Context: an optimization exercise on an open-source flow, tuned for small area, a short achievable clock period and few clock cycles per item. The choices shown serve that exercise and are no tape-out recipe. RTL that was checked went through simulation tests only; none was proved equivalent to the original. Power is estimated from default activity; no workload was simulated.

main:
## Out_of_Order_divider
module Out_of_Order_divider (clk, rst, start, memory_write_complete, dd_addr, dd_data, qr_we, qr_addr, qr_data);
Size in the first run: about 380 cells after synthesis, about 47 I/O pins, about 3700 µm² of cells after synthesis.
Settings: LEC_CHECK=0, CAP_MARGIN=20, CORE_MARGIN=2, CORE_UTILIZATION=40, PLACE_DENSITY=0.6, SETUP_SLACK_MARGIN=3.0, SLEW_MARGIN=20; clock period 6.0 ns.
standard.sh (not shown) runs the stock make flow with config.mk's settings and CLKGATE_MAP_FILE= SYNTH_SCRIPT=/design/flow/synth_recipe.tcl, a recipe that flattens the netlist after the stock synthesis.
==> flow/flow/run.sh <==
#!/bin/bash
# The standard layout, with every input and output port buffered by a
# sky130_fd_sc_hd__buf_1 instead of the resizer's default choice.
set -euo pipefail
bash standard.sh BUFFER_PORTS_ARGS="-buffer_cell sky130_fd_sc_hd__buf_1" ADDER_MAP_FILE= finish > standard.log 2>&1
Inputs modified between main and the feature branch:
--- a/flow/design.v
+++ b/flow/design.v
@@ -135,36 +135,18 @@
 reg [0:0] a_p3;
 always @(posedge Clk) a_p3 <= aa7;
 reg [6:0] q_p3;
 always @(posedge Clk) q_p3 <= qq7;
 reg [7:0] d_p3;
 always @(posedge Clk) d_p3 <= d_p2;
 wire [7:0] x7 = {r_p3, a_p3[0:0]};
-wire [8:0] b_7;
-wire [7:0] df_7;
-assign b_7[0] = 1'b0;
-assign df_7[0] = x7[0] ^ d_p3[0] ^ b_7[0];
-assign b_7[1] = (~x7[0] & d_p3[0]) | (~(x7[0] ^ d_p3[0]) & b_7[0]);
-assign df_7[1] = x7[1] ^ d_p3[1] ^ b_7[1];
-assign b_7[2] = (~x7[1] & d_p3[1]) | (~(x7[1] ^ d_p3[1]) & b_7[1]);
-assign df_7[2] = x7[2] ^ d_p3[2] ^ b_7[2];
-assign b_7[3] = (~x7[2] & d_p3[2]) | (~(x7[2] ^ d_p3[2]) & b_7[2]);
-assign df_7[3] = x7[3] ^ d_p3[3] ^ b_7[3];
-assign b_7[4] = (~x7[3] & d_p3[3]) | (~(x7[3] ^ d_p3[3]) & b_7[3]);
-assign df_7[4] = x7[4] ^ d_p3[4] ^ b_7[4];
-assign b_7[5] = (~x7[4] & d_p3[4]) | (~(x7[4] ^ d_p3[4]) & b_7[4]);
-assign df_7[5] = x7[5] ^ d_p3[5] ^ b_7[5];
-assign b_7[6] = (~x7[5] & d_p3[5]) | (~(x7[5] ^ d_p3[5]) & b_7[5]);
-assign df_7[6] = x7[6] ^ d_p3[6] ^ b_7[6];
-assign b_7[7] = (~x7[6] & d_p3[6]) | (~(x7[6] ^ d_p3[6]) & b_7[6]);
-assign df_7[7] = x7[7] ^ d_p3[7] ^ b_7[7];
-assign b_7[8] = (~x7[7] & d_p3[7]) | (~(x7[7] ^ d_p3[7]) & b_7[7]);
-wire ge_7 = 1'b1 && !b_7[8];
-wire [7:0] r8 = ge_7 ? df_7 : x7;
-wire [7:0] qq8 = {q_p3, ge_7};
+wire ge_7_1 = 1'b1 && (x7 >= d_p3[7:0]);
+wire [7:0] df_7_1 = x7 - d_p3[7:0];
+wire [7:0] r8 = ge_7_1 ? df_7_1 : x7;
+wire [7:0] qq8 = {q_p3, ge_7_1};
 reg [7:0] r_p4;
 always @(posedge Clk) r_p4 <= r8;
 reg [7:0] q_p4;
 always @(posedge Clk) q_p4 <= qq8;
 assign q_out = q_p4;
 assign r_out = r_p4;
 endmodule
Notes after the runs:
- The feature branch: full flow OK, the timing, design-rule and antenna checks passed
- The feature branch vs main: synthesized net count up in the feature branch
- Going from main to the feature branch, power after layout decreased by 1.5% relative to the old numbers; post-synthesis cell count increased by 17 relative to the old numbers.
- Min post-synthesis to final-layout area growth across main and the feature branch: the feature branch
- Taking main as the reference, in the feature branch power per cell area fell about 0.7%; fraction of area in multi-input gates climbed 0.81 points; total area of multi-input combinational cells up about 1%; total detailed-routing wirelength rose about 1.8%.
Testbench counts of the feature branch, summed over its fixed seeds: cycles 6,912, jobs 192.
No functional check of the RTL was part of main.

## static timing again, ports no longer ideal
How much do the figures lean on ideal ports? The routed layouts below were timed once more, with nothing changed but the port constraints. Step 1 sets driving cells, clkbuf_16 on the clock port and buf_2 on the other inputs (assumed; they add their load-dependent delay and slew). Step 2 times the ports against the registers' clock, not the clock port: input delays grow and output delays shrink by t, the midpoint of the rising clock arrivals with the driver on. Three values: no drivers, after step 1, after step 2; two values: the first two.
run | t (ns) | slack for setup (ns) | worst hold slack (ns) | worst slew at a driven data input, ns
main | 0.370 | 2.906 / 2.906 / 2.803 | 0.325 / 0.325 / 0.325 | 0.03
the feature branch | 0.385 | 2.923 / 2.928 / 2.544 | 0.331 / 0.331 / 0.331 | 0.03
After both steps setup and hold are still met in every run listed. For the feature branch, which loses most, drivers alone change the setup slack by +0.005 ns; drivers and shift together by -0.379 ns.
